This design comes from an exercise in tuning for small area on the open sky130 flow, not from production work. Function was checked by simulation only, so behaviour that the tests miss may differ from the original. No activity file was given, so power comes from the tool's default toggle rates.

File: design.v
module reset_generator (
    input clk,
    input rst_n,
    output reg rst_sync_n   
);
    reg rst_reg;
    always @(posedge clk or negedge rst_n) begin
        if (!rst_n) begin
            rst_reg <= 1'b0;
        end
        else begin
            rst_reg <= 1'b1;
        end
    end
    always @(posedge clk or negedge rst_n) begin
        if (!rst_n) begin
            rst_sync_n <= 1'b0;
        end
        else begin
            rst_sync_n <= rst_reg;
        end
    end
endmodule
module I2C_controller (
    input clk,
    input rst_n,
    input enable,
    input [7:0] set_scl_div,
    output reg [7:0] scl_div,
    input start_trans,
    input stop_trans,
    input rd_clr,
    input wr_rdy,
    output rd_reg_full,
    output wr_reg_empty,
    input [6:0] set_local_addr,
    output reg [6:0] local_addr,
    input [7:0] byte_wr_i,
    output reg [7:0] byte_rd_o,
    output reg bus_busy,
    output is_master,
    output trans_start,
    output addr_match,
    output trans_dir,
    output get_nack,
    output bus_err,
    output byte_wait,
    output reg arbit_fail,
    output trans_stop,
    input scl_i,
    output scl_o,
    input sda_i,
    output sda_o
);
    wire rst_sync_n;
    reset_generator U_reset (
        .clk       (clk),
        .rst_n     (rst_n),
        .rst_sync_n(rst_sync_n)
    );
    reg scl_last, sda_last;
    always @(posedge clk or negedge rst_sync_n) begin   
        if (!rst_sync_n) sda_last <= 1'b1;
        else sda_last <= sda_i;
    end
    always @(posedge clk) begin   
        scl_last <= scl_i | ~rst_sync_n;
    end
    wire fall  = scl_last & ~scl_i;
    wire rise  = ~scl_last & scl_i;
    wire cond_start = scl_i & sda_last & ~sda_i;
    wire cond_stop  = scl_i & ~sda_last & sda_i;
    wire cond_any   = cond_start | cond_stop;
    reg [6:0] addr_reg;
    reg [7:0] scl_div_reg;
    always @(posedge clk) begin   
        if (!rst_sync_n) begin
            addr_reg    <= 7'b100_1001;
            scl_div_reg <= 8'h01;
        end
        else begin
            addr_reg    <= set_local_addr;
            scl_div_reg <= set_scl_div;
        end
    end
    always @(posedge clk or negedge rst_sync_n) begin   
        if (!rst_sync_n) begin
            local_addr <= 7'b100_1001;
            scl_div    <= 8'h01;
        end
        else if (!enable) begin
            local_addr <= addr_reg;
            scl_div    <= (scl_div_reg == 8'b0) ? 8'h01 : scl_div_reg;
        end
    end
    reg M, S, pM;
    wire m_trans_stop;
    wire go_master = S & ~bus_busy & start_trans;
    wire m_leave   = arbit_fail | m_trans_stop;
    wire M_next    = enable & (go_master | (M & ~m_leave));
    always @(posedge clk or negedge rst_sync_n) begin   
        if (!rst_sync_n) begin
            M <= 1'b0;
            S <= 1'b0;
        end
        else begin
            M <= M_next;
            S <= enable & ((~M & ~S) | (S & ~go_master) | (M & m_leave));
        end
    end
    always @(posedge clk) begin   
        pM <= M;
    end
    assign is_master = M;
    always @(posedge clk or negedge rst_sync_n) begin   
        if (!rst_sync_n) bus_busy <= 1'b0;
        else if (cond_start) bus_busy <= 1'b1;
        else if (cond_stop) bus_busy <= 1'b0;
    end
    reg       rrf, wre, td;
    reg [7:0] rs, ws, bwr;
    wire m_rrf = pM & rrf;
    wire s_rrf = ~pM & rrf;
    wire m_wre = ~pM | wre;
    wire s_wre = pM | wre;
    wire [7:0] m_rs = pM ? rs : 8'b0;
    wire [7:0] s_rs = pM ? 8'b0 : rs;
    wire [7:0] m_ws = pM ? ws : 8'b0;
    wire [7:0] s_ws = pM ? 8'b0 : ws;
    localparam [3:0] S_IDLE = 4'd0, S_START = 4'd1, S_ADDRESS = 4'd2, S_ADDRESS_ACK = 4'd3,
                     S_READ_DATA = 4'd4, S_WRITE_ACK = 4'd5, S_WAIT_READ = 4'd6,
                     S_WAIT_WRITE = 4'd7, S_WRITE_DATA = 4'd8, S_CHECK_ACK = 4'd9,
                     S_WAIT_STOP = 4'd10;
    reg [3:0] ss, ss_next;
    wire s_rd_en   = (ss == S_ADDRESS) | (ss == S_READ_DATA) | (ss == S_CHECK_ACK);
    wire s_rd_byte = (ss == S_ADDRESS) | (ss == S_READ_DATA);
    wire s_wr_en   = (ss == S_ADDRESS_ACK) | (ss == S_WRITE_ACK) | (ss == S_WRITE_DATA);
    wire s_wr_byte = (ss == S_WRITE_DATA);
    wire s_wait    = (ss == S_WAIT_READ) | (ss == S_WAIT_WRITE);
    reg [2:0] s_cnt;
    reg s_rd_data, s_fin, s_sda;
    wire s_rd_fin = s_fin;
    wire s_wr_fin = s_fin;
    wire s_cnt0 = (s_cnt == 3'd0);
    wire s_cnt7 = (s_cnt == 3'd7);
    always @(posedge clk) begin   
        if (!(s_rd_en | s_wr_en)) s_cnt <= 3'd0;
        else if (fall) s_cnt <= (s_rd_byte | s_wr_byte) ? s_cnt + 3'd1 : 3'd0;
        s_fin <= (s_rd_en | s_wr_en) & fall & ((s_rd_byte | s_wr_byte) ? s_cnt7 : s_cnt0);
    end
    always @(posedge clk) begin   
        if (!rst_sync_n) s_rd_data <= 1'b0;
        else if (s_rd_en & scl_i) s_rd_data <= sda_i;
    end
    always @(posedge clk or negedge rst_sync_n) begin   
        if (!rst_sync_n) s_sda <= 1'b1;
        else if (!s_wr_en) s_sda <= 1'b1;
        else if (!scl_i) s_sda <= s_wr_byte & s_ws[7];
    end
    wire s_rd_start = s_rd_en & cond_start;
    wire s_rd_stop  = s_rd_en & cond_stop;
    wire s_rd_berr  = s_rd_en & cond_any & ~(s_rd_byte & s_cnt0);
    wire s_wr_start = s_wr_en & cond_start;
    wire s_wr_stop  = s_wr_en & cond_stop;
    wire s_wr_berr  = s_wr_en & cond_any;
    wire s_get_start = S & cond_start;
    wire s_get_stop  = S & cond_stop;
    wire s_addr_match = (ss == S_ADDRESS) & (pM ? (local_addr == 7'd0) : (rs[7:1] == local_addr));
    wire s_get_nack   = (ss == S_CHECK_ACK) & s_rd_fin & s_rs[0];
    wire s_trans_dir  = ~pM & td;
    always @(*) begin
        ss_next = ss;
        case (ss)
            S_IDLE: if (S & cond_start) ss_next = S_START;
            S_START: begin
                if (s_get_start) ss_next = S_START;
                else if (s_get_stop) ss_next = S_IDLE;
                else if (S & fall) ss_next = S_ADDRESS;
            end
            S_ADDRESS: begin
                if (s_rd_start) ss_next = S_START;
                else if (s_rd_stop) ss_next = S_IDLE;
                else if (s_rd_fin) ss_next = s_addr_match ? S_ADDRESS_ACK : S_WAIT_STOP;
            end
            S_ADDRESS_ACK: if (s_wr_fin) ss_next = s_trans_dir ? S_WAIT_WRITE : S_READ_DATA;
            S_READ_DATA: begin
                if (s_rd_start) ss_next = S_START;
                else if (s_rd_stop) ss_next = S_IDLE;
                else if (s_rd_fin) ss_next = S_WRITE_ACK;
            end
            S_WRITE_ACK: if (s_wr_fin) ss_next = s_rrf ? S_WAIT_READ : S_READ_DATA;
            S_WAIT_READ: if (!s_rrf) ss_next = S_READ_DATA;
            S_WAIT_WRITE: if (!s_wre) ss_next = S_WRITE_DATA;
            S_WRITE_DATA: begin
                if (s_wr_start) ss_next = S_START;
                else if (s_wr_stop) ss_next = S_IDLE;
                else if (s_wr_fin) ss_next = S_CHECK_ACK;
            end
            S_CHECK_ACK: begin
                if (s_rd_start) ss_next = S_START;
                else if (s_rd_stop) ss_next = S_IDLE;
                else if (s_rd_fin) ss_next = s_get_nack ? S_WAIT_STOP :
                                             (!s_wre ? S_WRITE_DATA : S_WAIT_WRITE);
            end
            S_WAIT_STOP: if (s_get_stop) ss_next = S_IDLE;
            default: ss_next = S_IDLE;
        endcase
    end
    always @(posedge clk or negedge rst_sync_n) begin   
        if (!rst_sync_n) ss <= S_IDLE;
        else ss <= ss_next;
    end
    wire s_rd_copy = (((ss == S_WRITE_ACK) & s_wr_fin) | (ss == S_WAIT_READ)) & ~s_rrf;
    wire s_wr_copy = (((ss == S_CHECK_ACK) & s_rd_fin & ~s_get_nack) | (ss == S_WAIT_WRITE)) & ~s_wre;
    wire s_rd_ld = s_rd_en & fall;
    wire s_wr_ld = s_wr_en & rise;
    localparam [3:0] M_IDLE = 4'd0, M_START = 4'd1, M_WAIT_ADDRESS = 4'd2, M_LOAD_ADDRESS = 4'd3,
                     M_ADDRESS = 4'd4, M_ADDRESS_ACK = 4'd5, M_READ_DATA = 4'd6,
                     M_WRITE_ACK = 4'd7, M_WRITE_NACK = 4'd8, M_WAIT_READ = 4'd9,
                     M_WAIT_WRITE = 4'd10, M_WRITE_DATA = 4'd11, M_CHECK_ACK = 4'd12,
                     M_WAIT = 4'd13, M_STOP = 4'd14;
    reg [3:0] ms, ms_next;
    wire m_rd_en   = (ms == M_ADDRESS_ACK) | (ms == M_CHECK_ACK) | (ms == M_READ_DATA);
    wire m_rd_byte = (ms == M_READ_DATA);
    wire m_wr_byte = (ms == M_ADDRESS) | (ms == M_WRITE_DATA);
    wire m_wr_data = m_wr_byte | (ms == M_WRITE_ACK) | (ms == M_WRITE_NACK);
    wire m_wr_cmd  = (ms == M_START) | (ms == M_STOP);
    wire m_wr_en   = m_wr_data | m_wr_cmd;
    wire m_command = (ms == M_START);
    wire m_wr_bit  = (ms == M_WRITE_NACK);
    wire m_wait    = (ms == M_WAIT_READ) | (ms == M_WAIT_WRITE) | (ms == M_WAIT_ADDRESS);
    wire m_scl_wait = m_wait | (ms == M_LOAD_ADDRESS);
    reg [8:0] scl_cnt;
    reg scl_stretched;
    wire m_scl_o = ~scl_cnt[8];
    always @(posedge clk) begin   
        if (!M) scl_cnt <= 9'b0;
        else if (m_scl_wait | scl_stretched) scl_cnt <= scl_cnt;
        else if (scl_cnt == {1'b0, scl_div}) scl_cnt <= 9'h100;
        else if (scl_cnt == {1'b1, scl_div}) scl_cnt <= 9'b0;
        else scl_cnt <= scl_cnt + 9'd1;
    end
    always @(posedge clk) begin   
        scl_stretched <= rst_sync_n & (m_scl_o ^ scl_i);
    end
    reg [2:0] m_cnt;
    reg m_rd_data, m_fin, m_sda, m_data_i_reg, m_wr_dato, m_wr_err;
    wire m_rd_fin = m_fin;
    wire m_wr_fin = m_fin;
    wire m_cnt0 = (m_cnt == 3'd0);
    wire m_cnt7 = (m_cnt == 3'd7);
    wire m_data_i = m_wr_byte ? m_ws[7] : m_wr_bit;
    always @(posedge clk) begin   
        if (!(m_rd_en | m_wr_en)) m_cnt <= 3'd0;
        else if (fall) m_cnt <= (m_rd_byte | m_wr_byte) ? m_cnt + 3'd1 : 3'd0;
        m_fin <= (m_rd_en | m_wr_en) & fall & ((m_rd_byte | m_wr_byte) ? m_cnt7 : m_cnt0);
        if (!m_wr_en) m_sda <= 1'b1;
        else if (m_wr_data) begin
            if (!scl_i) m_sda <= m_data_i;
        end
        else m_sda <= m_command ^ scl_i;
        if (!m_wr_en) m_wr_err <= 1'b0;
        else if (m_wr_data & fall & (m_wr_dato != m_data_i_reg)) m_wr_err <= 1'b1;
    end
    always @(posedge clk) begin   
        if (!rst_sync_n) begin
            m_rd_data    <= 1'b0;
            m_data_i_reg <= 1'b0;
            m_wr_dato    <= 1'b0;
        end
        else begin
            if (m_rd_en & scl_i) m_rd_data <= sda_i;
            if (m_wr_en & rise) m_data_i_reg <= m_data_i;
            if (m_wr_data & scl_i) m_wr_dato <= sda_i;
        end
    end
    wire m_rd_berr = m_rd_en & cond_any & ~(m_rd_byte & m_cnt0);
    wire m_wr_berr = m_wr_data & cond_any;
    wire m_get_nack = ((ms == M_CHECK_ACK) | (ms == M_ADDRESS_ACK)) & m_rd_fin & m_rs[0];
    wire m_trans_start = (ms == M_START) & m_wr_fin;
    assign m_trans_stop = (ms == M_STOP) & m_wr_fin;
    wire m_addr_match = (ms == M_ADDRESS_ACK) & m_rd_fin & ~m_get_nack;
    wire m_trans_dir = pM & td;
    always @(*) begin
        ms_next = ms;
        case (ms)
            M_IDLE: if (M) ms_next = M_START;
            M_START: if (m_wr_fin) ms_next = M_WAIT_ADDRESS;
            M_WAIT_ADDRESS: if (!m_wre) ms_next = M_LOAD_ADDRESS;
            M_LOAD_ADDRESS: ms_next = M_ADDRESS;
            M_ADDRESS: begin
                if (m_wr_berr | m_wr_err) ms_next = M_IDLE;
                else if (m_wr_fin) ms_next = M_ADDRESS_ACK;
            end
            M_ADDRESS_ACK: begin
                if (m_rd_berr) ms_next = M_IDLE;
                else if (m_rd_fin) ms_next = m_get_nack ? M_WAIT :
                                             (m_trans_dir ? M_READ_DATA : M_WAIT_WRITE);
            end
            M_READ_DATA: begin
                if (m_rd_berr) ms_next = M_IDLE;
                else if (m_rd_fin) ms_next = (start_trans | stop_trans) ? M_WRITE_NACK : M_WRITE_ACK;
            end
            M_WRITE_ACK: if (m_wr_fin) ms_next = m_rrf ? M_WAIT_READ : M_READ_DATA;
            M_WRITE_NACK: if (m_wr_fin) ms_next = start_trans ? M_START : (stop_trans ? M_STOP : M_WAIT);
            M_WAIT_READ: if (!m_rrf) ms_next = M_READ_DATA;
            M_WAIT_WRITE: begin
                if (start_trans) ms_next = M_START;
                else if (stop_trans) ms_next = M_STOP;
                else if (!m_wre) ms_next = M_WRITE_DATA;
            end
            M_WRITE_DATA: begin
                if (m_wr_berr | m_wr_err) ms_next = M_IDLE;
                else if (m_wr_fin) ms_next = M_CHECK_ACK;
            end
            M_CHECK_ACK: begin
                if (m_rd_berr) ms_next = M_IDLE;
                else if (m_rd_fin) ms_next = m_get_nack ? M_WAIT :
                                             (!m_wre ? M_WRITE_DATA : M_WAIT_WRITE);
            end
            M_WAIT: begin
                if (start_trans) ms_next = M_START;
                else if (stop_trans) ms_next = M_STOP;
            end
            M_STOP: if (m_wr_fin) ms_next = M_IDLE;
            default: ms_next = M_IDLE;
        endcase
    end
    always @(posedge clk or negedge rst_sync_n) begin   
        if (!rst_sync_n) ms <= M_IDLE;
        else ms <= ms_next;
    end
    wire m_rd_copy = (((ms == M_WRITE_ACK) & m_wr_fin) | (ms == M_WAIT_READ)) & ~m_rrf;
    wire m_wr_copy = ((((ms == M_CHECK_ACK) & m_rd_fin & ~m_get_nack) | (ms == M_WAIT_WRITE) |
                       (ms == M_WAIT_ADDRESS)) & ~m_wre) | (ms == M_LOAD_ADDRESS);
    wire m_rd_ld = m_rd_en & fall;
    wire m_wr_ld = m_wr_en & rise;
    always @(posedge clk or negedge rst_sync_n) begin   
        if (!rst_sync_n) arbit_fail <= 1'b0;
        else if (!M) arbit_fail <= 1'b0;
        else if (m_wr_err) arbit_fail <= 1'b1;
    end
    wire       c_rrf  = M ? m_rrf : s_rrf;
    wire       c_wre  = M ? m_wre : s_wre;
    wire       c_td   = M ? m_trans_dir : s_trans_dir;
    wire       c_keep = M ? pM : ~pM;
    wire [7:0] c_rs   = c_keep ? rs  : 8'b0;
    wire [7:0] c_ws   = c_keep ? ws  : 8'b0;
    wire [7:0] c_bwr  = c_keep ? bwr : 8'b0;
    wire c_rd_copy = M ? m_rd_copy : s_rd_copy;
    wire c_rd_ld   = M ? m_rd_ld : s_rd_ld;
    wire c_rd_data = M ? m_rd_data : s_rd_data;
    wire c_wr_clr  = M ? (m_trans_start | m_trans_stop) : cond_any;
    wire c_wr_copy = M ? m_wr_copy : s_wr_copy;
    wire c_wr_ld   = M ? m_wr_ld : s_wr_ld;
    wire c_td_clr  = M ? (m_trans_start | m_trans_stop) : cond_any;
    wire c_td_ld   = M ? (ms == M_LOAD_ADDRESS) : s_addr_match;
    wire c_td_val  = M ? c_ws[0] : c_rs[0];
    wire en = M | S;
    always @(posedge clk or negedge rst_sync_n) begin   
        if (!rst_sync_n) begin
            rrf <= 1'b0;
            wre <= 1'b1;
            td  <= 1'b0;
        end
        else if (!en) begin
            rrf <= 1'b0;
            wre <= 1'b1;
            td  <= 1'b0;
        end
        else begin
            if (c_rd_copy) rrf <= 1'b1;
            else if (rd_clr) rrf <= 1'b0;
            else rrf <= c_rrf;
            if (c_wr_clr) wre <= 1'b1;
            else if (wr_rdy) wre <= 1'b0;
            else if (c_wr_copy) wre <= 1'b1;
            else wre <= c_wre;
            if (c_td_clr) td <= 1'b0;
            else if (c_td_ld) td <= c_td_val;
            else td <= c_td;
        end
    end
    always @(posedge clk) begin   
        if (!en) rs <= 8'b0;
        else if (!c_rd_copy & !rd_clr & c_rd_ld) rs <= {c_rs[6:0], c_rd_data};
        else rs <= c_rs;
        if (!en || c_wr_clr) begin
            ws  <= 8'b0;
            bwr <= 8'b0;
        end
        else if (wr_rdy) begin
            ws  <= c_ws;
            bwr <= byte_wr_i;
        end
        else if (c_wr_copy) begin
            ws  <= c_bwr;
            bwr <= c_bwr;
        end
        else begin
            ws  <= c_wr_ld ? {c_ws[6:0], 1'b0} : c_ws;
            bwr <= c_bwr;
        end
    end
    wire bro_keep = (enable & M & ~m_leave) | (S & ~(enable & go_master));
    always @(posedge clk or negedge rst_sync_n) begin   
        if (!rst_sync_n) byte_rd_o <= 8'b0;
        else if (!bro_keep) byte_rd_o <= 8'b0;
        else if (c_rd_copy) byte_rd_o <= c_rs;
    end
    wire vis = M ? pM : ~pM;   
    assign rd_reg_full  = vis & rrf;
    assign wr_reg_empty = ~vis | wre;
    assign trans_dir    = vis & td;
    assign trans_start  = m_trans_start;
    assign addr_match   = M ? m_addr_match : s_addr_match;
    assign get_nack     = M ? m_get_nack : s_get_nack;
    assign trans_stop   = M ? m_trans_stop : s_get_stop;
    assign bus_err      = M ? (m_wr_berr | m_rd_berr) : (s_wr_berr | s_rd_berr);
    assign byte_wait    = M ? m_wait : s_wait;
    assign scl_o        = M ? m_scl_o : ~s_wait;
    assign sda_o        = M ? m_sda : s_sda;
endmodule
File: flow/run.sh
#!/bin/bash
# The standard layout (standard.sh), with three changes that only affect
# cell sizes, never the registers:
#  - synthesis maps the logic with an area-oriented ABC script (flow/abc_area.script)
#    instead of ORFS's delay-oriented one: a copy of ORFS's scripts folder whose
#    abc_speed.script is replaced is used for the synth step only
#  - port buffers use sky130_fd_sc_hd__buf_1
#  - clock tree synthesis uses clkbuf_8 and no dummy loads
# Each step's full output goes to its own log file in the work folder.
set -euo pipefail
cd "$(dirname "$0")/.."
WORK=$PWD
mkdir -p "$WORK/tmp"
export TMPDIR="$WORK/tmp"
rm -rf "$WORK/synth_scripts"
cp -r "$FLOW_HOME/scripts" "$WORK/synth_scripts"
cp "$WORK/flow/abc_area.script" "$WORK/synth_scripts/abc_speed.script"
bash standard.sh SCRIPTS_DIR="$WORK/synth_scripts" synth > "$WORK/log_synth.log" 2>&1
bash standard.sh \
  BUFFER_PORTS_ARGS="-buffer_cell sky130_fd_sc_hd__buf_1" \
  CTS_ARGS="${CTS_ARGS_OVERRIDE:--sink_clustering_enable -repair_clock_nets -dont_use_dummy_load -buf_list sky130_fd_sc_hd__clkbuf_8}" \
  finish > "$WORK/log_layout.log" 2>&1
File: flow/abc_area.script
strash
ifraig
scorr
dc2
strash
&get -n
&dch -f
&nf -R 1000 -p
&put
File: standard.sh
#!/bin/bash
# synth_recipe.tcl (not shown) runs the flow's synth.tcl, then flattens the netlist and writes it again
# the make line also repeats each setting of config.mk as NAME=value (left out here)
make -C /OpenROAD-flow-scripts/flow DESIGN_CONFIG=/design/flow/config.mk WORK_HOME=/design/flow/orfs CLKGATE_MAP_FILE= SYNTH_SCRIPT=/design/flow/synth_recipe.tcl "${@:-finish}"
File: config.mk
export PLATFORM = sky130hd
export DESIGN_NAME = I2C_controller
export DESIGN_NICKNAME = I2C_controller
export VERILOG_FILES = /design/flow/design.v
export SDC_FILE = /design/flow/constraint.sdc
export NUM_CORES = 4
export LEC_CHECK = 0
export CAP_MARGIN = 20
export CORE_MARGIN = 2
export CORE_UTILIZATION = 40
export SLEW_MARGIN = 20
File: constraint.sdc
create_clock -name core_clock -period 10.0 [get_ports {clk}]
set_input_delay 2.0000 -clock core_clock [delete_from_list [all_inputs] [get_ports {clk}]]
set_output_delay 2.0000 -clock core_clock [all_outputs]
set_load 0.01 [all_outputs]
==> run summary, run 1 <==
* Synthesis Warnings at 2
* Seq/Total Area, Yosys at between 40 and 50%
* CP Data Arrival Time at 3750 ps
* CTS-repair resized insts at 0
* Fin. max-slew vios at 0
* Mean routed wirelength per cell at between 15 and 20 um
* Clock Tree Root: clkbuf_8
* Initial DRC Count at 512
* Least-Margin Pin Slew at between 800 and 900 ps
* Critical Path End Type: output pin
* Rows at 41
* # IOs at a little under 70
* Max Clock Freq at 174 MHz
* Post-Syn Area at about 0.005 sq mm
* CTS Buf Count at 9
* Primary FF master, synth: dfxtp_1
* CP required at around 8000 ps
* Overflow after GRT at 0
* Max FO, Critical Path at 15
* Die height at 117 um
* Largest register FFs at 16
* Final net count at 719
* Maxcap violations at 0
* Asr flop ratio synth at approximately 39%
* Die ar. at about 0.014 sq mm
* Post-Syn Nets at roughly 630
* Commonest non-fill, non-tap cell in the layout: nor2_1
* First-pass GRT wire length at roughly 22 mm
* Int Power at 758 uW
* Leakage at between 0.002 and 0.0025 uW
* Die width at approximately 120 um
* Switching pwr at about 550 uW
* PortBufs at 68
* Detail Placement HPWL at 10.3 mm
* Clock slew at reported path FFs at approximately 100 ps
* Flop pwr share at a little over two fifths
* Clock sinks at ~110
* FF+latch count, synth at 107
* Initial antenna violation count at 0
* Period Utilization, post-route at approximately 58%
* Antenna Cells at 0
* P&R area growth vs syn at 13.1%
* Worst slew margin at ~41%
* Post-DRT Antenna Nets at 0
* Hold Violations, Final at 0
* Total wire length at around 14 mm
* Pre-Repair DR Iteration Count at 5
* Core box area at roughly 0.013 sq mm
* Vias/cell at approximately 5.6
* Vias in the first global route at approximately 4500
* Crit path time final at 5750 ps
* EDFF count, synth at 0
* Worst-Skew Late Latency at 390 ps
* Clock power frac at approximately 16%
* Post-CTS setup buffer count at 0
* Outcome: finished clean
* Mean area per synthesized cell at about 8.5 sq um
* Residual DRC count at 0
* H-tree level count at 3
* Power per cell area at approximately 230 mW/mm^2
* CTS tree: done
* CTS Buffer Depth at 2
* Skew final at slightly above 30 ps
* Pin count of the biggest net entering global routing at 53
* Cells after Synth at 595
* Hold_buf cts at 0
* Crit Path Class: in2out
* Switching share of power at 42.0%
* Gr usage total at ~22%
* Post-synthesis cell type count at 50
* Starting Density at approximately two fifths
* Share of cells above drive strength 1 at approximately 3.7%
* Post-route setup TNS at 0 ps
* Worst setup SP type: primary input
* Maximum VDD drop at roughly 0.11 mV
* Final number of setup-violating endpoints at 0
* Worst R2R Setup Slack at just under 7000 ps
* RSZ-0062 raised after global routing: false
* Combinational share of power at 40.9%
* Fill cells at roughly 1300
* GPL Wtd Cong at 0.920
* Hold crit path type: reg2async
* Most frequent cells in the layout: nor2_1 (79), nand2_1 (71), buf_1 (68)
* Via count at ~4700
* Final design utilization at between 40% and 50%
synthesized netlist by cell type (all sizes together), types with 7 or more instances:
cell type | n | share of area [%]
nand3 | 33 | 3.3
nand2b | 18 | 2.2
nand2 | 71 | 5.3
clkinv | 12 | 0.89
nor4 | 7 | 0.86
nor2 | 79 | 5.8
o21ai | 28 | 2.8
nor2b | 14 | 1.7
a22oi | 7 | 1.0
xnor2 | 9 | 1.6
dfstp | 7 | 3.6
a21oi | 50 | 4.9
ha | 7 | 1.7
a31oi | 23 | 2.8
and3 | 7 | 0.86
mux2 | 12 | 2.7
dfxtp | 65 | 26
or2 | 9 | 1.1
and2 | 17 | 2.1
a211oi | 13 | 1.9
dfrtp | 35 | 17
nor3 | 25 | 2.5
routing by layer:
layer / wire length, um / vias up / global-route usage, %
met5: 0 / - / 0
met4: 393 / 0 / 8.00
met2: 6330 / 163 / 33.4
li1: - / 2306 / -
met3: 858 / 33 / 5.81
met1: 6230 / 2224 / 29.0
final timing paths:
kind,startpoint,to,cells past startpoint
min,U_reset.rst_sync_n$_DFF_PN0_,local_addr[4]$_DFFE_PN0N_,0
max,scl_i,bus_err,10
min in group core_clock,U_reset.rst_reg$_DFF_PN0_,U_reset.rst_sync_n$_DFF_PN0_,0
max reg2reg,ms[0]$_DFFE_PN0P_,ws[1]$_SDFF_PP0_,8
max in group asynchronous,rst_n,U_reset.rst_sync_n$_DFF_PN0_,1
min reg2reg,U_reset.rst_sync_n$_DFF_PN0_,local_addr[4]$_DFFE_PN0N_,0
worst max-delay path: stages:
cell and delay (ps):
buf_1 420, nand2_1 130, nor2_1 190, nor2_1 150, a21oi_1 140, nand2_1 190, nand2_1 170, nand2_1 60
o41ai_1 90, buf_1 200
power groups by stage:
stage	combinational (uW)	sequential, uW	clock (uW)
CTS	528	559	222
global route	594	569	238
finish	535	561	212
floorplan	364	558	0
global placement	528	567	0
detailed placement	527	567	0
cell families (layout without fill, tap and decap cells):
logic type                 after synthesis  count (layout)  share of synthesized area [%]
DFF                                    107             107                           46.5
AOI/OAI and AO/OA                      147             147                           17.6
other                                    1               1                         0.0739
buffers and inverters                   12              95                          0.887
muxes                                   15              15                           3.25
xor gates and xnor gates                14              14                           2.42
and+or+nand+nor                        292             292                           27.5
adders and majority gates                7               7                           1.73
cell type report:
| type | instances | area [sq um] | share of cell area [%] |
|---|---|---|---|
| tap | 172 | 215 | 3.75 |
| multi-input combinational | 476 | 2690 | 46.9 |
| timing repair buffer | 74 | 300 | 5.23 |
| inverter | 12 | 45.0 | 0.785 |
| sequential | 107 | 2360 | 41.2 |
| clock buffer | 9 | 124 | 2.16 |
metrics by stage:
stage	instance area [sq um]	worst slack, ps	std cells	hold WS [ps]	power [uW]
detailed placement	5620	4250	841	111	1090
finish	5740	4250	850	111	1310
global route	5740	3890	850	129	1400
CTS	5740	4250	850	120	1310
global placement	5610	4320	841	105	1100
floorplan	5080	5150	595	331	922
==> inputs of run 2 (changes only) <==
--- a/design.v
+++ b/design.v
@@ -341,8 +341,8 @@
         else if (m_wr_err) arbit_fail <= 1'b1;
     end
-    wire       c_rrf  = M ? m_rrf : s_rrf;
-    wire       c_wre  = M ? m_wre : s_wre;
-    wire       c_td   = M ? m_trans_dir : s_trans_dir;
     wire       c_keep = M ? pM : ~pM;
+    wire       c_rrf  = c_keep & rrf;
+    wire       c_wre  = ~c_keep | wre;
+    wire       c_td   = c_keep & td;
     wire [7:0] c_rs   = c_keep ? rs  : 8'b0;
     wire [7:0] c_ws   = c_keep ? ws  : 8'b0;
@@ -356,6 +356,10 @@
     wire c_td_clr  = M ? (m_trans_start | m_trans_stop) : cond_any;
     wire c_td_ld   = M ? (ms == M_LOAD_ADDRESS) : s_addr_match;
-    wire c_td_val  = M ? c_ws[0] : c_rs[0];
+    wire c_td_val  = c_keep & (M ? ws[0] : rs[0]);
     wire en = M | S;
+    wire ws_go    = en & ~c_wr_clr & c_keep;
+    wire ws_copy  = ws_go & ~wr_rdy & c_wr_copy;
+    wire ws_shift = ws_go & ~wr_rdy & ~c_wr_copy & c_wr_ld;
+    wire ws_hold  = ws_go & ~ws_copy & ~ws_shift;
     always @(posedge clk or negedge rst_sync_n) begin   
         if (!rst_sync_n) begin
@@ -386,28 +390,16 @@
         else if (!c_rd_copy & !rd_clr & c_rd_ld) rs <= {c_rs[6:0], c_rd_data};
         else rs <= c_rs;
-        if (!en || c_wr_clr) begin
-            ws  <= 8'b0;
-            bwr <= 8'b0;
-        end
-        else if (wr_rdy) begin
-            ws  <= c_ws;
-            bwr <= byte_wr_i;
-        end
-        else if (c_wr_copy) begin
-            ws  <= c_bwr;
-            bwr <= c_bwr;
-        end
-        else begin
-            ws  <= c_wr_ld ? {c_ws[6:0], 1'b0} : c_ws;
-            bwr <= c_bwr;
-        end
+        ws  <= ({8{ws_copy}} & bwr) | ({8{ws_shift}} & {ws[6:0], 1'b0}) | ({8{ws_hold}} & ws);
+        if (!en || c_wr_clr) bwr <= 8'b0;
+        else if (wr_rdy) bwr <= byte_wr_i;
+        else bwr <= c_bwr;
     end
     wire bro_keep = (enable & M & ~m_leave) | (S & ~(enable & go_master));
     always @(posedge clk or negedge rst_sync_n) begin   
         if (!rst_sync_n) byte_rd_o <= 8'b0;
-        else if (!bro_keep) byte_rd_o <= 8'b0;
-        else if (c_rd_copy) byte_rd_o <= c_rs;
+        else byte_rd_o <= ({8{bro_keep & c_rd_copy & c_keep}} & rs) |
+                          ({8{bro_keep & ~c_rd_copy}} & byte_rd_o);
     end
-    wire vis = M ? pM : ~pM;   
+    wire vis = c_keep;   
     assign rd_reg_full  = vis & rrf;
     assign wr_reg_empty = ~vis | wre;
--- a/flow/run.sh
+++ b/flow/run.sh
@@ -19,4 +19,4 @@
 bash standard.sh \
   BUFFER_PORTS_ARGS="-buffer_cell sky130_fd_sc_hd__buf_1" \
-  CTS_ARGS="${CTS_ARGS_OVERRIDE:--sink_clustering_enable -repair_clock_nets -dont_use_dummy_load -buf_list sky130_fd_sc_hd__clkbuf_8}" \
+  CTS_ARGS="-sink_clustering_enable -repair_clock_nets -dont_use_dummy_load -buf_list sky130_fd_sc_hd__clkbuf_8" \
   finish > "$WORK/log_layout.log" 2>&1
==> flow/abc_area.script (replaced) <==
strash
ifraig
scorr
dc2
dc2
strash
&get -n
&dch -f
&nf -R 1000 -p
&put
--- a/config.mk
+++ b/config.mk
@@ -6,6 +6,6 @@
 export NUM_CORES = 4
 export LEC_CHECK = 0
-export CAP_MARGIN = 20
+export CAP_MARGIN = 0
 export CORE_MARGIN = 2
 export CORE_UTILIZATION = 40
-export SLEW_MARGIN = 20
+export SLEW_MARGIN = 0
==> run 2 against run 1 <==
Effect of this change:
- non-clock buffer count is the same
- via count shrank 5.0%
- core utilization grew 0.79 points
- synthesized cell count shrank 6.7%
- maximum frequency shrank 10%
- clock-buffer cell count is the same
- die area shrank 1.8%
- final area shrank 2.0%
- still clean on timing, DRC and antenna
==> run summary, run 2 <==
* CTS Buf Count at 9
* Fin. max-slew vios at 0
* Skew final at 28.9 ps
* Crit path cell chain: buf_1 -> nand2_1 -> o21ai_0 -> nand3_1 -> a21boi_0 -> o22ai_1 -> buf_1
* Power per cell area at between 200 and 250 mW/mm^2
* DP Worst Slack at approximately 3600 ps
* Combinational share of power at roughly two fifths
* Worst-Skew Late Latency at between 300 and 400 ps
* # IOs at a little under 70
* Post-Syn Area at approximately 0.005 sq mm
* Post-CTS setup buffer count at 0
* Worst setup SP type: primary input
* Leakage at approximately 0.0022 uW
* Int Power at around 750 uW
* Yosys top cell area share at roughly a quarter
* Pin count of the biggest net entering global routing at 59
* Area occupied by multi-input gates at between 0.002 and 0.003 sq mm
* RSZ-0062 raised after global routing: false
* Cell with the most instances after synthesis: nor2_1
* Max FO, Critical Path at 17
* Post-Syn Nets at 594
* Synthesis Warnings at 2
* Fill cells at around 1200
* Worst slew margin at between 30% and 40%
* Antenna Cells at 0
* Final number of setup-violating endpoints at 0
* Post-DRT Antenna Nets at 0
* Critical Path End Type: output pin
* Via count at 4492
* CP Data Arrival Time at between 4000 and 5000 ps
* Gr usage total at approximately a fifth
* Hold Violations, Final at 0
* Least-Margin Pin Slew at slightly below 1000 ps
* Switching share of power at 41.4%
* Initial antenna violation count at 0
* CTS-repair resized insts at 0
* Residual DRC count at 0
* Vias in the first global route at 4327
* Mean routed wirelength per cell at roughly 16 um
* Reg2Reg Depth at 12
* Initial DRC Count at about 420
* Register Area at 0.00236 sq mm
* CTS Buffer Depth at 2
* Vias/cell at 5.57
* Crit path time final at roughly 6400 ps
* PortBufs at between 60 and 70
* Share of cells above drive strength 1 at under 10%
* Maxcap violations at 0
* CP most frequent cell: buf_1
* Pre-Repair DR Iteration Count at 5
* Die ar. at approximately 0.013 sq mm
* Hold crit path type: reg2async
* Crit path from: scl_i
* Worst setup path end: bus_err
* Slowest-stage cell, CP: o21ai_0
* Overflow after GRT at 0
* Max incr delay on CP at between 600 and 700 ps
* Die width at roughly 120 um
* Area contributors post-synth: dfxtp_1 (26%), dfrtp_1 (18%), nor2_1 (5.0%)
* Die height at around 120 um
* Mean area per synthesized cell at around 9 sq um
* Seq/Total Area, Yosys at between 40% and 50%
* Maximum VDD drop at between 0.1 and 0.15 mV
* Rows at 40
* Post-route setup TNS at 0 ps
* Core box area at about 0.012 sq mm
* P&R area growth vs syn at 12.9%
* Largest register FFs at 16
* Final net count at 679
* Cells after Synth at roughly 560
* Worst R2R Setup Slack at slightly above 6000 ps
* Primary FF master, synth: dfxtp_1
* Asr flop ratio synth at 39.3%
* Final design utilization at between 40% and 50%
* Max Clock Freq at 156 MHz
* Starting Density at 41.3%
* Hold_buf cts at 0
* Period Utilization, post-route at roughly 64%
* GPL Wtd Cong at around 0.96
* Total wire length at between 10 and 15 mm
* First-pass GRT wire length at around 22 mm
* EDFF count, synth at 0
* CTS tree: done
* Detail Placement HPWL at about 10 mm
* CP required at 8000 ps
* Synth area leader: dfxtp_1
* Switching pwr at between 500 and 600 uW
* Post-synthesis cell type count at 50
* Flop pwr share at between 40 and 50%
* Outcome: finished clean
* R2r endpoint: ws[4]$_DFF_P_
* Clock Tree Root: clkbuf_8
* Clock power frac at 17.0%
* Clock sinks at 107
* Launching point of the worst reg2reg path: ms[1]$_DFFE_PN0P_
* Top cells by count, synth: nor2_1 (66), dfxtp_1 (65), nand2_1 (61)
* H-tree level count at 3
* Clock slew at reported path FFs at between 100 and 150 ps
* Most frequent cells in the layout: buf_1 (68), nor2_1 (66), dfxtp_1 (65)
* FF+latch count, synth at approximately 110
* Commonest non-fill, non-tap cell in the layout: buf_1
* Crit Path Class: in2out
* Post-route setup slack at 3590 ps
[run 2: worst min-delay path by stage]
stage	start	endpoint	slack, ps	cells after the start
2_1_floorplan	U_reset.rst_reg$_DFF_PN0_	U_reset.rst_sync_n$_DFF_PN0_	330	0
3_3_place_gp	U_reset.rst_sync_n$_DFF_PN0_	ss[1]$_DFFE_PN0P_	50	0
3_5_place_dp	U_reset.rst_sync_n$_DFF_PN0_	ss[1]$_DFFE_PN0P_	60	0
4_1_cts	U_reset.rst_sync_n$_DFF_PN0_	ss[1]$_DFFE_PN0P_	100	0
5_1_grt	U_reset.rst_sync_n$_DFF_PN0_	ss[1]$_DFFE_PN0P_	110	0
6_report	U_reset.rst_sync_n$_DFF_PN0_	ss[1]$_DFFE_PN0P_	90	0
[run 2: kinds of logic (layout without fill, tap and decap cells)]
group | after synthesis | after routing | share of synthesized area (%)
XOR/XNOR | 15 | 15 | 2.64
AO/OA/AOI/OAI | 143 | 143 | 19.0
flip-flops | 107 | 107 | 47.4
other | 1 | 1 | 0.0753
AND/OR/NAND/NOR | 248 | 248 | 24.2
multiplexers | 16 | 16 | 3.54
adder cells (fa/ha/maj) | 7 | 7 | 1.76
buffers and inverters | 18 | 101 | 1.36
[run 2: metal layers]
layer / track usage [%] / vias to the layer above / wire, um
met1: 28.3 / 2150 / 6290
met3: 5.65 / 25 / 677
li1: - / 2191 / -
met5: 0 / - / 0
met4: 6.67 / 0 / 289
met2: 33.3 / 126 / 5990
[run 2: cell type report]
class | instances | area share (%)
inverter | 18 | 1.20
timing repair buffer | 74 | 5.34
sequential | 107 | 42.0
clock buffer | 9 | 2.20
multi-input combinational | 430 | 45.5
tap | 168 | 3.74
[run 2: worst max-delay path, delay by kind of cell]
kind | cells | cell delay (ps)
and+or+nand+nor | 2 | 540
AOI/OAI and AO/OA | 3 | 1130
buffers and inverters | 2 | 730
[run 2: power groups by stage]
| stage | clock [uW] | sequential [uW] | combinational [uW] |
|---|---|---|---|
| 5_1_grt | 242 | 573 | 563 |
| 2_1_floorplan | 0 | 556 | 355 |
| 3_5_place_dp | 0 | 570 | 495 |
| 3_3_place_gp | 0 | 570 | 499 |
| 6_report | 217 | 564 | 496 |
| 4_1_cts | 224 | 561 | 495 |
[run 2: through the flow]
stage | instances | instance area [sq um] | power (uW) | hold slack (ps)
global placement | 797 | 5500 | 1070 | 49.9
floorplan | 555 | 4980 | 911 | 331
finish | 806 | 5630 | 1280 | 94.8
CTS | 806 | 5630 | 1280 | 103
detailed placement | 797 | 5500 | 1060 | 60.4
global route | 806 | 5630 | 1380 | 113
==> inputs of run 3 (changes only) <==
--- a/config.mk
+++ b/config.mk
@@ -6,6 +6,6 @@
 export NUM_CORES = 4
 export LEC_CHECK = 0
-export CAP_MARGIN = 0
+export CAP_MARGIN = 20
 export CORE_MARGIN = 2
 export CORE_UTILIZATION = 40
-export SLEW_MARGIN = 0
+export SLEW_MARGIN = 20
==> run 3 against run 2 <==
Effect of this change:
- first-iteration DRC count did not move
- sequential cell count unchanged
- clock skew did not move
- largest power group unchanged
- critical path type unchanged
- critical endpoint unchanged
- via count unchanged
- non-clock buffer count unchanged
==> run summary, run 3 <==
* Post-DRT Antenna Nets at 0
* Maximum VDD drop at ~0.12 mV
* Die ar. at between 0.01 and 0.015 sq mm
* Clock sinks at ~110
* Die height at roughly 120 um
* First-pass GRT wire length at roughly 22 mm
* Post-route setup TNS at 0 ps
* H-tree level count at 3
* Gr usage total at 21.1%
* Yosys top cell area share at a little over a quarter
* Max FO, Critical Path at 17
* Cell with the most instances after synthesis: nor2_1
* Top cells by count, synth: nor2_1 (66), dfxtp_1 (65), nand2_1 (61)
* PortBufs at 68
* Vias in the first global route at 4327
* Critical Path End Type: output pin
* Core box area at 0.0121 sq mm
* Via count at 4492
* Skew final at 28.9 ps
* Rows at 40
* Initial DRC Count at roughly 420
* RSZ-0062 raised after global routing: false
* Hold Violations, Final at 0
* Least-Margin Pin Slew at 981 ps
* Mux share of post-synthesis cell area at 3.54%
* Asr flop ratio synth at between 30 and 40%
* Largest family of logic cells by synthesized area: simple AND/OR/NAND/NOR gates
* Residual DRC count at 0
* CP required at around 8000 ps
* Hold crit path type: reg2async
* Post-synthesis compound-gate area fraction at between 10% and 20%
* Worst setup SP type: primary input
* Clock Tree Root: clkbuf_8
* Post-Syn Area at 0.00498 sq mm
* Synth area leader: dfxtp_1
* Mean routed wirelength per cell at 16.4 um
* CTS-repair resized insts at 0
* Fin. max-slew vios at 0
* Final net count at between 600 and 700
* Post-synthesis cell type count at 50
* Hold_buf cts at 0
* CP Data Arrival Time at ~4400 ps
* Starting Density at around two fifths
* Adder-Cell Fraction of Synth Area at roughly 1.8%
* Post-CTS setup buffer count at 0
* Die width at 116 um
* Crit Path Class: in2out
* P&R area growth vs syn at 12.9%
* CTS tree: done
* Mean area per synthesized cell at about 9.0 sq um
* EDFF count, synth at 0
* Most frequent cells in the layout: buf_1 (68), nor2_1 (66), dfxtp_1 (65)
* Clock slew at reported path FFs at around 110 ps
* Detail Placement HPWL at around 9.9 mm
* Simple-gate portion of the synthesized area at 24.2%
* Crit path time final at 6410 ps
* Worst-Skew Late Latency at 390 ps
* CTS Buffer Depth at 2
* Antenna Cells at 0
* Seq/Total Area, Yosys at 47.4%
* Synthesis Warnings at 2
* Largest register FFs at 16
* Worst hold-check slack at around 95 ps
* Vias/cell at between 5 and 6
* Share of cells above drive strength 1 at about 3.8%
* Initial antenna violation count at 0
* Primary FF master, synth: dfxtp_1
* Outcome: finished clean
* Maxcap violations at 0
* Final number of setup-violating endpoints at 0
* Overflow after GRT at 0
* GPL Wtd Cong at between 0.9 and 1
* Leakage at 0.00217 uW
* Period Utilization, post-route at roughly 64%
* Final design utilization at 46.6%
* Worst slew margin at roughly a third
* # IOs at 69
* FF+latch count, synth at 107
* Max Clock Freq at ~160 MHz
* Area contributors post-synth: dfxtp_1 (26%), dfrtp_1 (18%), nor2_1 (5.0%)
* Xor/xnor cell area share of the yosys netlist at 2.64%
* Commonest non-fill, non-tap cell in the layout: buf_1
* Pre-Repair DR Iteration Count at 5
* Total wire length at 13.2 mm
* Pin count of the biggest net entering global routing at 59
* CTS Buf Count at 9
* Power per cell area at between 200 and 250 mW/mm^2
* Post-Syn Nets at 594
* Cells after Synth at approximately 560
run 3: cell type report:
| cell class | instances | area [sq um] |
|---|---|---|
| timing repair buffer | 74 | 300 |
| clock buffer | 9 | 124 |
| sequential | 107 | 2360 |
| fill | 1219 | 6440 |
| multi-input combinational | 430 | 2560 |
| inverter | 18 | 67.6 |
| tap | 168 | 210 |
run 3: path summary, 6_finish.rpt:
check	startpoint	end	slack [ps]	cells past startpoint
max	scl_i	bus_err	3590	7
min	U_reset.rst_sync_n$_DFF_PN0_	ss[1]$_DFFE_PN0P_	90	0
max reg2reg	ms[1]$_DFFE_PN0P_	ws[4]$_DFF_P_	6210	12
min reg2reg	U_reset.rst_sync_n$_DFF_PN0_	ss[1]$_DFFE_PN0P_	90	0
max in group asynchronous	rst_n	U_reset.rst_sync_n$_DFF_PN0_	8500	1
min in group core_clock	U_reset.rst_reg$_DFF_PN0_	U_reset.rst_sync_n$_DFF_PN0_	370	0
run 3: logic make-up after synthesis:
| group | Yosys count |
|---|---|
| fa+ha+maj | 7 |
| mux | 16 |
| flops | 107 |
| compound gates | 143 |
| other cells | 1 |
| xor+xnor | 15 |
| buf+inv | 18 |
| simple gates | 248 |
run 3: worst max-delay path, cell delays in order:
cell      delay (ps)
buf_1            550
nand2_1          140
o21ai_0          650
nand3_1          400
a21boi_0         240
o22ai_1          240
buf_1            180
run 3: metal layers:
metal / up-vias / wire [um] / track usage, % / part of all wire [%]
met4: 0 / 289 / 6.67 / 2.2
met1: 2150 / 6290 / 28.3 / 47
met3: 25 / 677 / 5.65 / 5.1
met2: 126 / 5990 / 33.3 / 45
met5: - / 0 / 0 / 0
li1: 2191 / - / - / -
run 3: stage by stage:
stage | setup slack (ps) | instances | total power, uW | cell area (sq um)
final | 3590 | 806 | 1280 | 5630
after global routing | 3270 | 806 | 1380 | 5630
after floorplan | 4690 | 555 | 911 | 4980
after CTS | 3620 | 806 | 1280 | 5630
after global placement | 3700 | 797 | 1070 | 5500
after detailed placement | 3620 | 797 | 1060 | 5500
run 3: power by group:
part | internal [uW] | leakage (uW) | switching (uW)
clock network | 81.2 | 0.0000647 | 136
logic | 176 | 0.00105 | 320
registers | 491 | 0.00105 | 73.1
==> inputs of run 4 (changes only) <==
--- a/flow/run.sh
+++ b/flow/run.sh
@@ -17,4 +17,5 @@
 cp "$WORK/flow/abc_area.script" "$WORK/synth_scripts/abc_speed.script"
 bash standard.sh SCRIPTS_DIR="$WORK/synth_scripts" synth > "$WORK/log_synth.log" 2>&1
+DONT_USE_CELLS="sky130_fd_sc_hd__buf_4 sky130_fd_sc_hd__buf_6 sky130_fd_sc_hd__buf_8 sky130_fd_sc_hd__buf_12 sky130_fd_sc_hd__buf_16" \
 bash standard.sh \
   BUFFER_PORTS_ARGS="-buffer_cell sky130_fd_sc_hd__buf_1" \
==> run 4 against run 3 <==
Effect of this change:
- area after synthesis is the same
- maximum frequency did not move
- die area did not move
- sequential cell count stayed put
- clock power barely moved
- critical path depth stayed put
- register-to-register slack about the same
- sequential share of layout area is the same
- first-iteration DRC count is the same
- core utilization unchanged
- clock-buffer cell count unchanged
- critical endpoint unchanged
- largest cell class unchanged
- highest routed layer unchanged
==> run summary, run 4 <==
* Post-route setup slack at between 3000 and 4000 ps
* Max Clock Freq at approximately 160 MHz
* Seq/Total Area, Yosys at between 40% and 50%
* Crit Path Class: in2out
* CP most frequent cell: buf_1
* Mean area per synthesized cell at roughly 9.0 sq um
* Clock power frac at between 10% and 20%
* Area contributors post-synth: dfxtp_1 (26%), dfrtp_1 (18%), nor2_1 (5.0%)
* Max incr delay on CP at between 600 and 700 ps
* Die width at 116 um
* Crit path buffers/inverters at 2
* Core box area at between 0.01 and 0.015 sq mm
* Mean routed wirelength per cell at 16.4 um
* CTS-repair resized insts at 0
* Least-Margin Pin Slew at 981 ps
* Worst setup SP type: primary input
* Maximum VDD drop at between 0.1 and 0.15 mV
* Clock sinks at 107
* Fill cells at about 1200
* Crit path cell chain: buf_1 -> nand2_1 -> o21ai_0 -> nand3_1 -> a21boi_0 -> o22ai_1 -> buf_1
* Switching share of power at about 41%
* Final design utilization at between 40% and 50%
* Post-Syn Nets at 594
* Placed Area at ~0.0055 sq mm
* Critical Path End Type: output pin
* Maxcap violations at 0
* DP Worst Slack at between 3000 and 4000 ps
* Asr flop ratio synth at between 30 and 40%
* Hold Violations, Final at 0
* Overflow after GRT at 0
* Die height at approximately 120 um
* Top delay family on crit path: compound AO/OA/AOI/OAI gates
* Cell with the most instances after synthesis: nor2_1
* Period Utilization, post-route at about 64%
* Flop pwr share at 44.2%
* Primary FF master, synth: dfxtp_1
* Total wire length at between 10 and 15 mm
* Max FO, Critical Path at 17
* Die ar. at 0.0134 sq mm
* Pin count of the biggest net entering global routing at a little under 60
* Residual DRC count at 0
* Starting Density at between 40% and 50%
* CTS Buf Count at 9
* Post-synthesis cell type count at 50
* Final number of setup-violating endpoints at 0
* Initial antenna violation count at 0
* Fin. max-slew vios at 0
* Most frequent cells in the layout: buf_1 (68), nor2_1 (66), dfxtp_1 (65)
* Clock slew at reported path FFs at 110 ps
* P&R area growth vs syn at 12.9%
* PortBufs at slightly below 70
* Hold_buf cts at 0
* Final instance area at between 0.005 and 0.006 sq mm
* Pre-Repair DR Iteration Count at 5
* CTS Buffer Depth at 2
* Combinational share of power at between 30% and 40%
* Top cells by count, synth: nor2_1 (66), dfxtp_1 (65), nand2_1 (61)
* Slowest-stage cell, CP: o21ai_0
* CP Data Arrival Time at between 4000 and 5000 ps
* Vias/cell at around 5.6
* Outcome: finished clean
* Post-CTS setup buffer count at 0
* Share of cells above drive strength 1 at approximately 3.8%
* Commonest non-fill, non-tap cell in the layout: buf_1
* H-tree level count at 3
* First-pass GRT wire length at around 22 mm
* RSZ-0062 raised after global routing: false
* Clock Tree Root: clkbuf_8
* Post-route setup TNS at 0 ps
* Initial DRC Count at 418
* Post-Syn Area at between 0.004 and 0.005 sq mm
* Detail Placement HPWL at roughly 10 mm
* Crit path time final at between 6000 and 7000 ps
* Antenna Cells at 0
* Yosys top cell area share at 26.1%
* GPL Wtd Cong at 0.960
* Rows at 40
* Power per cell area at between 200 and 250 mW/mm^2
* Synthesis Warnings at 2
* CP required at about 8000 ps
* Final net count at approximately 680
* Gr usage total at around a fifth
* Largest register FFs at 16
* Worst slew margin at between 30% and 40%
* Vias in the first global route at between 4000 and 5000
* Skew final at ~29 ps
* EDFF count, synth at 0
* # IOs at 69
* Via count at 4492
* CTS tree: done
* Synth area leader: dfxtp_1
* Hold crit path type: reg2async
* Int Power at about 750 uW
* Switching pwr at approximately 530 uW
* FF+latch count, synth at approximately 110
* Cells after Synth at between 500 and 600
* Leakage at between 0.002 and 0.0025 uW
* Worst-Skew Late Latency at about 400 ps
* Post-DRT Antenna Nets at 0
## run 4: cell counts after synthesis
Identical to the previous run, type by type.
## run 4: area by class of cell
type	instances	area [sq um]	area share [%]
Clock buffer	9	124	2.20
Inverter	18	67.6	1.20
Multi-Input combinational cell	430	2560	45.5
Sequential cell	107	2360	42.0
Tap cell	168	210	3.74
Timing Repair Buffer	74	300	5.34
## run 4: metrics by stage
step                std cells  power [uW]  hold slack (ps)
CTS                       806        1280              103
detailed placement        797        1060             60.4
global route              806        1380              113
floorplan                 555         911              331
global placement          797        1070             49.9
finish                    806        1280             94.8
## run 4: cell families after synthesis
kind of cell,share of synthesized area [%]
AND/OR/NAND/NOR,24.2
other,0.0753
XOR/XNOR,2.64
adder cells (fa/ha/maj),1.76
flip-flops,47.4
AO/OA/AOI/OAI,19.0
buffers and inverters,1.36
multiplexers,3.54
## run 4: per-layer routing
| layer | routed length (um) | track usage [%] | up-vias |
|---|---|---|---|
| li1 | - | - | 2191 |
| met1 | 6290 | 28.3 | 2150 |
| met2 | 5990 | 33.3 | 126 |
| met3 | 677 | 5.65 | 25 |
| met4 | 289 | 6.67 | 0 |
| met5 | 0 | 0 | - |
## run 4: path summary, 6_finish.rpt
check / start / end / slack [ps] / depth (start not counted)
max reg2reg: ms[1]$_DFFE_PN0P_ / ws[4]$_DFF_P_ / 6210 / 12
max: scl_i / bus_err / 3590 / 7
min reg2reg: U_reset.rst_sync_n$_DFF_PN0_ / ss[1]$_DFFE_PN0P_ / 90 / 0
min in group core_clock: U_reset.rst_reg$_DFF_PN0_ / U_reset.rst_sync_n$_DFF_PN0_ / 370 / 0
min: U_reset.rst_sync_n$_DFF_PN0_ / ss[1]$_DFFE_PN0P_ / 90 / 0
max in group asynchronous: rst_n / U_reset.rst_sync_n$_DFF_PN0_ / 8500 / 1
## run 4: worst register-to-register path, delay by kind of cell, from the launching register on
kind / cells / cell delay [ps]
flops: 1 / 430
buf+inv: 3 / 520
compound gates: 4 / 1310
simple gates: 5 / 1410
## run 4: power groups by stage
stage	Combinational, uW	Sequential [uW]	Clock [uW]
4_1_cts	495	561	224
5_1_grt	563	573	242
3_5_place_dp	495	570	0
3_3_place_gp	499	570	0
6_report	496	564	217
2_1_floorplan	355	556	0
==> inputs of run 5 (changes only) <==
--- a/design.v
+++ b/design.v
@@ -128,8 +128,8 @@
     wire [7:0] m_ws = pM ? ws : 8'b0;
     wire [7:0] s_ws = pM ? 8'b0 : ws;
-    localparam [3:0] S_IDLE = 4'd0, S_START = 4'd1, S_ADDRESS = 4'd2, S_ADDRESS_ACK = 4'd3,
-                     S_READ_DATA = 4'd4, S_WRITE_ACK = 4'd5, S_WAIT_READ = 4'd6,
-                     S_WAIT_WRITE = 4'd7, S_WRITE_DATA = 4'd8, S_CHECK_ACK = 4'd9,
-                     S_WAIT_STOP = 4'd10;
+    localparam [3:0] S_IDLE = 4'd0, S_START = 4'd8, S_ADDRESS = 4'd1, S_ADDRESS_ACK = 4'd14,
+                     S_READ_DATA = 4'd3, S_WRITE_ACK = 4'd12, S_WAIT_READ = 4'd9,
+                     S_WAIT_WRITE = 4'd11, S_WRITE_DATA = 4'd7, S_CHECK_ACK = 4'd13,
+                     S_WAIT_STOP = 4'd4;
     reg [3:0] ss, ss_next;
     wire s_rd_en   = (ss == S_ADDRESS) | (ss == S_READ_DATA) | (ss == S_CHECK_ACK);
@@ -215,9 +215,9 @@
     wire s_rd_ld = s_rd_en & fall;
     wire s_wr_ld = s_wr_en & rise;
-    localparam [3:0] M_IDLE = 4'd0, M_START = 4'd1, M_WAIT_ADDRESS = 4'd2, M_LOAD_ADDRESS = 4'd3,
-                     M_ADDRESS = 4'd4, M_ADDRESS_ACK = 4'd5, M_READ_DATA = 4'd6,
-                     M_WRITE_ACK = 4'd7, M_WRITE_NACK = 4'd8, M_WAIT_READ = 4'd9,
-                     M_WAIT_WRITE = 4'd10, M_WRITE_DATA = 4'd11, M_CHECK_ACK = 4'd12,
-                     M_WAIT = 4'd13, M_STOP = 4'd14;
+    localparam [3:0] M_IDLE = 4'd0, M_START = 4'd4, M_WAIT_ADDRESS = 4'd3, M_LOAD_ADDRESS = 4'd1,
+                     M_ADDRESS = 4'd10, M_ADDRESS_ACK = 4'd6, M_READ_DATA = 4'd11,
+                     M_WRITE_ACK = 4'd12, M_WRITE_NACK = 4'd7, M_WAIT_READ = 4'd8,
+                     M_WAIT_WRITE = 4'd15, M_WRITE_DATA = 4'd14, M_CHECK_ACK = 4'd2,
+                     M_WAIT = 4'd13, M_STOP = 4'd5;
     reg [3:0] ms, ms_next;
     wire m_rd_en   = (ms == M_ADDRESS_ACK) | (ms == M_CHECK_ACK) | (ms == M_READ_DATA);
--- a/flow/run.sh
+++ b/flow/run.sh
@@ -17,5 +17,4 @@
 cp "$WORK/flow/abc_area.script" "$WORK/synth_scripts/abc_speed.script"
 bash standard.sh SCRIPTS_DIR="$WORK/synth_scripts" synth > "$WORK/log_synth.log" 2>&1
-DONT_USE_CELLS="sky130_fd_sc_hd__buf_4 sky130_fd_sc_hd__buf_6 sky130_fd_sc_hd__buf_8 sky130_fd_sc_hd__buf_12 sky130_fd_sc_hd__buf_16" \
 bash standard.sh \
   BUFFER_PORTS_ARGS="-buffer_cell sky130_fd_sc_hd__buf_1" \
==> run 5 against run 4 <==
Effect of this change:
- largest power group unchanged
- sequential cell count stayed put
- clock-buffer cell count stayed put
- critical endpoint unchanged
- critical path type unchanged
- global-route usage is 1.2 points lower
- first-iteration DRC count is 22% lower
- still clean on timing, DRC and antenna
- routed wire length is 6.0% lower
==> run summary, run 5 <==
* Crit path time final at 6020 ps
* Yosys top cell area share at between 20% and 30%
* Largest register FFs at 16
* Skew final at 23.6 ps
* # IOs at 69
* Post-DRT Antenna Nets at 0
* Hold Violations, Final at 0
* Die ar. at around 0.013 sq mm
* Post-CTS setup buffer count at 0
* CP Data Arrival Time at 4020 ps
* Most frequent cells in the layout: buf_1 (68), nor2_1 (67), dfxtp_1 (65)
* Slowest-stage cell, CP: buf_1
* Post-Syn Area at approximately 0.0049 sq mm
* CTS tree: done
* GPL Wtd Cong at 0.944
* Detail Placement HPWL at between 9 and 10 mm
* Mean area per synthesized cell at roughly 9.0 sq um
* Hold_buf cts at 0
* Rows at 40
* Reg2Reg Depth at 12
* EDFF count, synth at 0
* Maximum VDD drop at between 0.08 and 0.09 mV
* Worst setup SP type: primary input
* Post-route setup TNS at 0 ps
* Share of cells above drive strength 1 at roughly 3.7%
* Mean routed wirelength per cell at approximately 16 um
* Post-Syn Nets at between 500 and 600
* Met1 wire length at 5.81 mm
* Placed Area at between 0.005 and 0.006 sq mm
* DP Worst Slack at 3880 ps
* Seq/Total Area, Yosys at 48.2%
* Clock slew at reported path FFs at around 100 ps
* Gr usage total at about a fifth
* Primary FF master, synth: dfxtp_1
* Outcome: finished clean
* Vias/cell at approximately 5.7
* Post-synthesis cell type count at 49
* Pin count of the biggest net entering global routing at 46
* Launching point of the worst reg2reg path: sda_last$_DFF_PN1_
* Critical Path End Type: output pin
* CP required at 8000 ps
* Final instance area at approximately 0.0055 sq mm
* Max FO, Critical Path at 18
* First-pass GRT wire length at about 21 mm
* Residual DRC count at 0
* Starting Density at roughly two fifths
* Worst R2R Setup Slack at just under 6000 ps
* Worst hold-check slack at around 140 ps
* Cells after Synth at 545
* Area contributors post-synth: dfxtp_1 (27%), dfrtp_1 (18%), nor2_1 (5.1%)
* Worst slew margin at about 29%
* Commonest non-fill, non-tap cell in the layout: buf_1
* Synthesis Warnings at 2
* RSZ-0062 raised after global routing: false
* R2r endpoint: ws[6]$_DFF_P_
* Top cells by count, synth: nor2_1 (67), dfxtp_1 (65), nand2_1 (57)
* Crit path cell chain: buf_1 -> nand2_1 -> nor2_1 -> nor2_1 -> or4_1 -> o21ai_0 -> buf_1
* Worst-Skew Late Latency at between 300 and 400 ps
* Synth area leader: dfxtp_1
* Initial antenna violation count at 0
* P&R area growth vs syn at 12.6%
* Hold crit path type: reg2async
* Uppermost layer routed: met4
* Leakage at roughly 0.0021 uW
* Maxcap violations at 0
* Max Clock Freq at about 170 MHz
* Die width at between 100 and 150 um
* Final number of setup-violating endpoints at 0
* CTS Buf Count at 9
* CTS Buffer Depth at 2
* Met2 Routed Length at 5.61 mm
* CTS-repair resized insts at 0
* Antenna Cells at 0
* Cell with the most instances after synthesis: nor2_1
* Pre-Repair DR Iteration Count at 6
* Total wire length at about 12 mm
* Overflow after GRT at 0
* Fin. max-slew vios at 0
* PortBufs at 68
* Core box area at approximately 0.012 sq mm
* Clock sinks at 107
* Asr flop ratio synth at between 30% and 40%
* Period Utilization, post-route at about three fifths
* Vias in the first global route at between 4000 and 5000
* Final net count at ~670
* Met3 Wirelength at between 500 and 600 um
* Clock Tree Root: clkbuf_8
* Power per cell area at around 210 mW/mm^2
* Die height at roughly 110 um
* Max incr delay on CP at between 500 and 600 ps
* Post-route setup slack at approximately 4000 ps
* Via count at roughly 4400
* Crit Path Class: in2out
* Initial DRC Count at about 330
* H-tree level count at 3
* FF+latch count, synth at about 110
* Least-Margin Pin Slew at around 1100 ps
-- run 5: worst max-delay path by stage --
stage | depth (start not counted) | end | startpoint | slack [ps]
after detailed placement | 14 | ws[6]$_DFF_P_ | scl_i | 3880
final | 7 | bus_err | scl_i | 3980
after global routing | 14 | ws[1]$_DFF_P_ | scl_i | 3770
after CTS | 7 | bus_err | scl_i | 4000
after global placement | 7 | bus_err | scl_i | 4070
after floorplan | 12 | ws[1]$_DFF_P_ | scl_i | 4300
-- run 5: final cells by class --
class | count | area [sq um]
clock buffer | 9 | 124
tap | 147 | 184
inverter | 21 | 78.8
timing repair buffer | 73 | 293
multi-input combinational | 417 | 2480
sequential | 107 | 2360
fill | 1180 | 6440
-- run 5: cells by family (layout without fill, tap and decap cells) --
logic type / count (synthesis) / in the layout / synth area share, %
AO/OA/AOI/OAI: 141 / 141 / 19.0
other: 1 / 1 / 0.0765
multiplexers: 13 / 13 / 2.91
AND/OR/NAND/NOR: 242 / 242 / 24.1
adder cells (fa/ha/maj): 7 / 7 / 1.79
flip-flops: 107 / 107 / 48.2
buffers and inverters: 21 / 103 / 1.61
XOR/XNOR: 13 / 13 / 2.32
-- run 5: critical path, delay by kind of cell --
family / cells / cell delay [ps]
buffers and inverters: 2 / 750
and+or+nand+nor: 4 / 1160
AOI/OAI and AO/OA: 1 / 110
-- run 5: per-layer routing --
metal  vias up  global-route usage, %
li1       2157                      -
met1      2067                   26.2
met2       133                   30.9
met3        33                   3.02
met4         0                   11.9
met5         -                      0
-- run 5: stage by stage --
| stage | util [%] | instances | total power (uW) |
|---|---|---|---|
| floorplan | - | 545 | 832 |
| global placement | 45.0 | 765 | 958 |
| detailed placement | 45.0 | 765 | 958 |
| CTS | 46.1 | 774 | 1170 |
| global route | 46.1 | 774 | 1250 |
| finish | 46.1 | 774 | 1170 |
-- run 5: where the power goes --
| group | internal [uW] | total, uW | switching (uW) |
|---|---|---|---|
| clock | 81.2 | 215 | 133 |
| sequential | 480 | 554 | 74.1 |
| combinational | 147 | 404 | 257 |
| total | 708 | 1170 | 464 |

==> what the ideal ports hide <==
How much do the figures lean on ideal ports? The routed layouts below were timed once more, with nothing changed but the port constraints. Step 1: set_driving_cell puts a clkbuf_16 on clk and a buf_2 on each other input, an assumption about the parent block. Step 2 times the ports against the registers' clock, not the clock port: input delays grow and output delays shrink by t, the midpoint of the rising clock arrivals with the driver on. Slacks: no drivers / after step 1 / after step 2; pairs: no drivers / after step 1.
| run | t, ns | setup slack, ns | latest minus earliest clock arrival (ns) |
|---|---|---|---|
| run 1 | 0.405 | 4.247 / 4.222 / 4.222 | 0.032 / 0.031 |
| run 2 | 0.410 | 3.593 / 3.567 / 3.567 | 0.030 / 0.030 |
| run 3 | 0.410 | 3.593 / 3.567 / 3.567 | 0.030 / 0.030 |
| run 4 | 0.410 | 3.593 / 3.567 / 3.567 | 0.030 / 0.030 |
| run 5 | 0.401 | 3.985 / 3.960 / 3.892 | 0.024 / 0.025 |
After both steps setup and hold are still met in every run listed. For run 5, which loses most, drivers alone change the setup slack by -0.025 ns; drivers and shift together by -0.093 ns.
